Context: an optimization exercise on an open-source flow, tuned for small area, a short achievable clock period and few clock cycles. The choices shown serve that exercise and are no tape-out recipe. Function was checked by simulation only, so behaviour that the tests miss may differ from the original.

===== flow/design.v =====
`timescale 1ns/1ps
module ASCON_ROUND_COMB (
    input  wire [319:0] state_in,
    input  wire [3:0]   ridx,
    output wire [319:0] state_out
);
    wire [63:0] x0 = state_in[319:256];
    wire [63:0] x1 = state_in[255:192];
    wire [63:0] x2 = state_in[191:128] ^ {56'h0, ~ridx, ridx};
    wire [63:0] x3 = state_in[127: 64];
    wire [63:0] x4 = state_in[ 63:  0];
    wire [63:0] v0 = x0 ^ x4;
    wire [63:0] v2 = x2 ^ x1;
    wire [63:0] v4 = x4 ^ x3;
    wire [63:0] u0 = v0 ^ (~x1 & v2);
    wire [63:0] u1 = x1 ^ (~v2 & x3);
    wire [63:0] u2 = v2 ^ (~x3 & v4);
    wire [63:0] u3 = x3 ^ (~v4 & v0);
    wire [63:0] u4 = v4 ^ (~v0 & x1);
    wire [63:0] s0 = u0 ^ u4;
    wire [63:0] s1 = u1 ^ u0;
    wire [63:0] s2 = ~u2;
    wire [63:0] s3 = u3 ^ u2;
    wire [63:0] s4 = u4;
    assign state_out = {
        s0 ^ {s0[18:0], s0[63:19]} ^ {s0[27:0], s0[63:28]},
        s1 ^ {s1[60:0], s1[63:61]} ^ {s1[38:0], s1[63:39]},
        s2 ^ {s2[ 0:0], s2[63: 1]} ^ {s2[ 5:0], s2[63: 6]},
        s3 ^ {s3[ 9:0], s3[63:10]} ^ {s3[16:0], s3[63:17]},
        s4 ^ {s4[ 6:0], s4[63: 7]} ^ {s4[40:0], s4[63:41]}
    };
endmodule
`timescale 1ns/1ps
module ascon_CORE (
    input  wire         clk,
    input  wire         rst_n,
    input  wire         start,
    input  wire [1:0]   mode,
    input  wire         enc_dec,
    input  wire [127:0] key_in,
    input  wire [127:0] nonce_in,
    input  wire [127:0] ad_in,
    input  wire         ad_valid,
    input  wire         ad_last,
    input  wire [127:0] data_in,
    input  wire         data_valid,
    input  wire         data_last,
    input  wire [6:0]   data_len,
    input  wire [127:0] tag_received,
    output wire [127:0] data_out,
    output wire         data_out_valid,
    output wire         data_ready,
    output wire         ad_ready,
    output wire [127:0] tag_out,
    output wire         tag_valid,
    output wire         tag_match,
    output wire         done,
    output wire         busy
);
    localparam integer NR = 3;    
    localparam [1:0] S_IDLE = 2'd0, S_RUN = 2'd1, S_DONE = 2'd2;
    localparam [1:0] P_INIT = 2'd0, P_B = 2'd1, P_FIN = 2'd2;
    function [63:0] bswap64;
        input [63:0] x;
        begin
            bswap64 = { x[ 7: 0], x[15: 8], x[23:16], x[31:24],
                        x[39:32], x[47:40], x[55:48], x[63:56] };
        end
    endfunction
    reg  [1:0]   fsm;
    reg  [1:0]   run;        
    reg  [3:0]   rnd;        
    reg          a128;       
    reg          dec;        
    reg          exp_ad;     
    reg          exp_dt;     
    reg          first_dt;   
    reg          bval;       
    reg          bad;        
    reg          blast;      
    reg  [4:0]   blen;       
    reg          dov;        
    reg  [127:0] blk;
    reg  [63:0]  x0, x1, x2, x3, x4;
    reg          tmatch;
    wire [319:0] chain [0:NR];
    assign chain[0] = {x0, x1, x2, x3, x4};
    genvar g;
    generate
        for (g = 0; g < NR; g = g + 1) begin : rounds
            ASCON_ROUND_COMB u_round (
                .state_in (chain[g]),
                .ridx     (rnd + g[3:0]),
                .state_out(chain[g+1])
            );
        end
    endgenerate
    wire last_chunk = ({1'b0, rnd} + NR) >= 5'd12;
    wire short      = ({1'b0, rnd} + NR) >  5'd12;
    wire [319:0] pout = short ? chain[2] : chain[NR];
    wire [63:0] r0 = pout[319:256];
    wire [63:0] r1 = pout[255:192];
    wire [63:0] r2 = pout[191:128];
    wire [63:0] r3 = pout[127: 64];
    wire [63:0] r4 = pout[ 63:  0];
    wire running  = (fsm == S_RUN);
    wire idle     = (fsm == S_IDLE);
    wire fin_end  = running && last_chunk && (run == P_FIN);
    wire absorb   = running && last_chunk && (run != P_FIN) && bval;
    wire stall    = running && last_chunk && (run != P_FIN) && !bval;
    wire ab_dt    = absorb && !bad;
    wire post_ini = absorb && (run == P_INIT);
    wire pre_fin  = ab_dt && blast;
    wire dom_sep  = ab_dt && first_dt;
    wire take_ad  = running && exp_ad && !bval && ad_valid;
    wire take_dt  = running && exp_dt && !bval && data_valid;
    wire [63:0] khi = bswap64(key_in[127:64]);
    wire [63:0] klo = bswap64(key_in[ 63: 0]);
    wire [127:0] rrate = {r0, r1};
    reg  [127:0] nrate;      
    reg  [127:0] tout;       
    integer i;
    reg [7:0] xb, bb, ub;
    reg       act, lt, eq;
    always @(*) begin
        nrate = rrate;
        tout  = 128'h0;
        for (i = 0; i < 16; i = i + 1) begin
            xb  = rrate[64 - 64*(i/8) + 8*(i%8) +: 8];
            bb  = blk[127 - 8*i -: 8];
            act = (i < 8) || a128;
            lt  = (i < blen);
            eq  = (i == blen);
            ub  = xb ^ (lt || (dec && !bad) ? bb : 8'h00);
            if (absorb && act) begin
                if (bad || !dec) begin
                    nrate[64 - 64*(i/8) + 8*(i%8) +: 8] = ub ^ {7'h0, eq};
                    tout[127 - 8*i -: 8] = ub ^ {7'h0, eq};
                end else begin
                    nrate[64 - 64*(i/8) + 8*(i%8) +: 8] = lt ? bb : (ub ^ {7'h0, eq});
                    tout[127 - 8*i -: 8] = ub;
                end
            end
        end
    end
    reg [63:0] n0, n1, n2, n3, n4;
    always @(*) begin
        if (idle) begin
            n0 = {18'h0, mode[0], ~mode[0], 44'h000_808c0001};
            n1 = khi;
            n2 = klo;
            n3 = bswap64(nonce_in[127:64]);
            n4 = bswap64(nonce_in[ 63: 0]);
        end else begin
            n0 = nrate[127:64];
            n1 = nrate[ 63: 0];
            n2 = r2 ^ (pre_fin ? khi : 64'h0);
            n3 = r3 ^ (post_ini || fin_end ? khi : 64'h0) ^ (pre_fin ? klo : 64'h0);
            n4 = r4 ^ (post_ini || fin_end ? klo : 64'h0) ^ {dom_sep, 63'h0};
        end
    end
    wire st_en = idle || (running && !stall);
    always @(posedge clk) begin
        if (st_en) begin
            x0 <= n0; x1 <= n1; x2 <= n2; x3 <= n3; x4 <= n4;
        end
    end
    wire [127:0] tag_pre = {bswap64(r3), bswap64(r4)};
    always @(posedge clk) begin
        if (fin_end)
            tmatch <= (tag_pre == blk);
    end
    always @(posedge clk) begin
        if (ab_dt)
            blk <= tout;
        else if (!bval) begin
            if (exp_ad)      blk <= ad_in;
            else if (exp_dt) blk <= data_in;
            else             blk <= tag_received ^ key_in;
        end
        if (!bval) begin
            blen  <= data_len[4:0];
            blast <= exp_ad ? ad_last : data_last;
            bad   <= exp_ad;
        end
    end
    always @(posedge clk or negedge rst_n) begin
        if (!rst_n) begin
            fsm      <= S_IDLE;
            run      <= P_INIT;
            rnd      <= 4'd0;
            a128     <= 1'b0;
            dec      <= 1'b0;
            exp_ad   <= 1'b0;
            exp_dt   <= 1'b0;
            first_dt <= 1'b0;
            bval     <= 1'b0;
            dov      <= 1'b0;
        end else begin
            dov <= ab_dt;
            case (fsm)
                S_IDLE: begin
                    bval <= 1'b0;
                    if (start) begin
                        fsm      <= S_RUN;
                        run      <= P_INIT;
                        rnd      <= 4'd0;
                        a128     <= mode[0];
                        dec      <= enc_dec;
                        exp_ad   <= ad_valid;
                        exp_dt   <= !ad_valid;
                        first_dt <= 1'b1;
                    end
                end
                S_RUN: begin
                    if (take_ad) begin
                        bval <= 1'b1;
                        if (ad_last) begin
                            exp_ad <= 1'b0;
                            exp_dt <= 1'b1;
                        end
                    end else if (take_dt) begin
                        bval <= 1'b1;
                        if (data_last)
                            exp_dt <= 1'b0;
                    end else if (absorb)
                        bval <= 1'b0;
                    if (!last_chunk)
                        rnd <= rnd + NR;
                    else if (fin_end)
                        fsm <= S_DONE;
                    else if (absorb) begin
                        if (ab_dt)
                            first_dt <= 1'b0;
                        if (pre_fin) begin
                            run <= P_FIN;
                            rnd <= 4'd0;
                        end else begin
                            run <= P_B;
                            rnd <= a128 ? 4'd4 : 4'd6;
                        end
                    end
                end
                default: begin
                    fsm <= S_IDLE;
                end
            endcase
        end
    end
    assign data_out       = blk;
    assign data_out_valid = dov;
    assign data_ready     = idle || (running && exp_dt && !bval);
    assign ad_ready       = running && exp_ad && !bval;
    assign tag_out        = {bswap64(x3), bswap64(x4)};
    assign tag_valid      = (fsm == S_DONE);
    assign tag_match      = tmatch;
    assign done           = (fsm == S_DONE);
    assign busy           = running;
endmodule

===== flow/run.sh =====
#!/bin/bash
# synth_recipe.tcl (not shown) runs the flow's synth.tcl, then flattens the netlist and writes it again
# the make line also repeats each setting of config.mk as NAME=value (left out here)
make -C /OpenROAD-flow-scripts/flow DESIGN_CONFIG=/design/flow/config.mk WORK_HOME=/design/flow/orfs CLKGATE_MAP_FILE= SYNTH_SCRIPT=/design/flow/synth_recipe.tcl finish

===== flow/config.mk =====
export PLATFORM = sky130hd
export DESIGN_NAME = ascon_CORE
export DESIGN_NICKNAME = ascon_CORE
export VERILOG_FILES = /design/flow/design.v
export SDC_FILE = /design/flow/constraint.sdc
export NUM_CORES = 4
export LEC_CHECK = 0
export CAP_MARGIN = 30
export CORE_MARGIN = 2
export CORE_UTILIZATION = 25
export PLACE_DENSITY = 0.35
export SLEW_MARGIN = 30

===== flow/constraint.sdc =====
create_clock -name core_clock -period 40.0 [get_ports {clk}]
set_input_delay 8.0000 -clock core_clock [delete_from_list [all_inputs] [get_ports {clk}]]
set_output_delay 8.0000 -clock core_clock [all_outputs]
set_load 0.01 [all_outputs]

==> metrics.md <==
| Metric | Value |
|---|---|
| Run status | `complete, no violations` |
| Final WL | `786000 um` |
| Seq cells post-synth | `471` |
| Clock sink total | `471` |
| Post-DR vias/cell | `5.61` |
| FF-to-FF Start | `rnd[3]` |
| Port Buffers | `a little over 900` |
| Total grt overflow | `0` |
| Post-synthesis compound-gate area fraction | `0.110` |
| TNS Setup | `0 ps` |
| First-pass GRT wire length | `948000 um` |
| CTS buffer count | `between 70 and 80` |
| Area grow syn2layout | `29.2%` |
| Top_reg_cell synth | `edfxtp_1` |
| Layout fillers | `35000` |
| Register area | `14100 um^2` |
| Max-Cap Viols | `0` |
| Fin cells | `15400` |
| Reg-to-Reg End | `tmatch` |
| Yosys warnings | `1` |
| Number of flops mapped to enable cells by yosys | `456` |
| Final Cycle Share | `0.282` |
| Number of setup violations in the final report | `0` |
| Initial Util | `0.251` |
| Share of post-route cells with drive strength above 1 | `0.129` |
| Clk_skew | `just over 80 ps` |
| Worst Path Max Fanout | `11` |
| Worst-path clk slew | `60 ps` |
| Adder-Cell Fraction of Synth Area | `0.0583` |
| Largest net degree at the start of global routing | `142` |
| Num ports | `920` |
| Final Max Slew Viols | `0` |
| Total global routing track utilization | `0.447` |
| Wirelength per Cell | `between 50 and 60 um` |
| Avg Cell Area, Syn | `8.74 um^2` |
| Vias in the first global route | `between 70000 and 80000` |
| Vias post-DR | `around 86000` |
| Worst R2R Setup Slack | `28730 ps` |
| Setup CP Type | `flop to flop` |
| NumNets Final | `11800` |
| Worst skew pair latency | `850 ps` |
| Yosys cell types | `80` |
| CTS tree | `yes` |
| Post-route minimum period | `~11000 ps` |
| Area of the multi-input gates | `70700 um^2` |
| Hold Path Sink | `rnd[1]` |
| Critical path's slowest cell | `nor4_2` |
| Largest delay share family, worst path | `XOR/XNOR gates` |
| Seq/Total Area, Yosys | `0.167` |
| CP peak stage delay | `900 ps` |
| Router iterations before antenna repair | `6` |
| Die W | `584 um` |
| Final Hold Vio Count | `0` |
| CTS hold repair buffers | `0` |
| Synth Area in XOR/XNOR | `0.472` |
| CTS resizes | `0` |
| CP Data Required Time | `40690 ps` |
| Worst Tran Pin Value | `1340 ps` |
| CP endpoint kind | `flop` |
| Hold Crit Depth | `2` |
| Longest Clk Path Bufs | `4` |
| Placed Cells | `between 15000 and 20000` |
| WP data arrival | `11960 ps` |
| CORE AREA | `336000 um^2` |
| CTS H-tree lvls | `3` |
| Largest family of logic cells by synthesized area | `XOR/XNOR gates` |
| Min-delay src | `rnd[1]` |
| HPWL Detailed | `698000 um` |
| Worst-path cell chain | `xnor2_1, ha_1, xnor2_1, xnor2_1, xnor2_1, ha_1, xnor2_2, xnor2_1, xnor2_1, xnor2_1, ha_1, xnor2_1, xnor2_1, xnor2_1, xnor2_4, a22o_1, nor3_1, o221ai_1, nor4_1, o2111ai_1, nor4_2, buf_4` |
| Worst reg-to-reg path cell count | `22` |
| RSZ-0062 raised after global routing | `false` |
| Mapped Cells | `between 9000 and 10000` |
| Post-synth ARST share | `0.0318` |
| Post-synth top area cell | `xnor2_1` |
| Worst path depth | `22` |
| Relative slew slack | `0.0994` |
| Mux contribution to synthesized area | `0.0366` |
| Rows | `213` |
| Yosys top cell area share | `0.228` |
| Commonest non-fill, non-tap cell in the layout | `xnor2_1` |
| CP dominant cell by count | `xnor2_1` |
| Initial antenna violation count | `149` |
| Max Freq | `88.7 MHz` |
| Bufs and invs on worst path | `1` |
| Die height | `584 um` |
| Mapped Area | `84200 um^2` |
| Post-DRT Antenna Nets | `0` |
| DRT iter0 DRCs | `14000` |
| Hold/Removal Path Class | `flop to flop` |
| Routability Congestion | `1.09` |
| CTS Root Cell | `clkbuf_16` |
| Most frequent cells in the layout | `xnor2_1 (1897), nand2_1 (1090), clkdlybuf4s50_1 (915)` |
| Post-synth net total | `10600` |
| Post-Synth Simple-Gate Area | `0.112` |
| DRC Markers | `0` |
| Post-CTS setup buffers | `0` |
| Die ar. | `roughly 340000 um^2` |
| Top cells by area, synth | `xnor2_1 (23%), edfxtp_1 (16%), xnor3_1 (12%)` |
| Startpoint Class | `flop` |
[cell usage after synthesis (all sizes together) (10+ instances only)]
library cell and number:
nor2b 80, inv 354, o22ai 137, mux2 25, edfxtp 456, nor3 31, nor4 22, xor2 892
nand3 64, o21ai 416, dfrtp 15, a31oi 43, xnor2 2263, xor3 54, or3 11, a221oi 27
a21boi 11, nor2 900, o41ai 10, and2 27, a21o 37, nand2b 31, a22oi 11, clkbuf 318
maj3 77, buf 171, xnor3 452, ha 330, nand4 22, nand2 1091, a21oi 741, and3 11
a211oi 83, mux2i 280
[worst min-delay path: stages, from the launching register on]
cell	delay [ps]
dfrtp_1	360
a21oi_1	60
o21ai_0	60
[cell families after synthesis]
family	count (synthesis)
adder cells (fa/ha/maj)	407
AO/OA/AOI/OAI	1623
buffers and inverters	844
multiplexers	305
AND/OR/NAND/NOR	2317
XOR/XNOR	3661
flip-flops	471
[worst max-delay path by stage]
stage | from | endpoint
floorplan | rnd[0] | x0[0]
global placement | rnd[3] | tmatch
detailed placement | key_in[41] | x3[17]
CTS | bval | data_ready
global route | rnd[3] | tmatch
finish | rnd[3] | tmatch
[routing by layer]
metal | wire length (um) | vias up | track usage
li1 | - | 34800 | -
met1 | 321000 | 43900 | 0.575
met2 | 318000 | 6264 | 0.636
met3 | 76100 | 1304 | 0.121
met4 | 71600 | 46 | 0.329
met5 | 311 | - | 0
[area by class of cell]
type / count / share of cell area
Multi-Input combinational cell: 8313 / 0.650
Sequential cell: 471 / 0.130
Timing Repair Buffer: 1592 / 0.132
Clock buffer: 84 / 0.0175
Antenna cell: 129 / 0.00297
Inverter: 355 / 0.0123
Clock inverter: 41 / 0.00436
Tap cell: 4407 / 0.0507
[registers in the layout (all words and copies together), names as in the netlist, 2 cells and up]
signal	cells
run	2
x2	64
x4	64
blk	128
blen	5
fsm	2
x1	64
x0	64
rnd	4
x3	64
[through the flow]
stage	cell area (um^2)	hold slack [ps]	util	setup WS (ps)
floorplan	84200	423	-	20510
global placement	104000	492	0.309	28630
detailed placement	106000	502	0.314	29250
CTS	108000	515	0.321	29070
global route	108000	575	0.323	28830
finish	109000	521	0.324	28730
Testbench counts, summed over its fixed seeds: cycles 7,964.

-- re-timing with driven ports --
How much do the figures lean on ideal ports? The routed layout below was timed once more, with nothing changed but the port constraints.
Step 1: set_driving_cell puts a clkbuf_16 on clk and a buf_2 on each other input, an assumption about the parent block.
Step 2 times the ports against the registers' clock, not the clock port: input delays grow and output delays shrink by t, the midpoint of the rising clock arrivals with the driver on.
Three values: ideal ports, drivers, drivers and shift; two values: the first two.
t, ns: 0.927
slack for setup (ns): 28.732 / 28.732 / 28.732
latest minus earliest clock arrival (ns): 0.083 / 0.083
slew at the worst register clock pin (ns): 0.09 / 0.09
worst slew at a driven data input, ns: 0.14
After both steps this run still meets setup and hold. For this run, drivers alone change the setup slack by 0.000 ns; drivers and shift together by 0.000 ns.
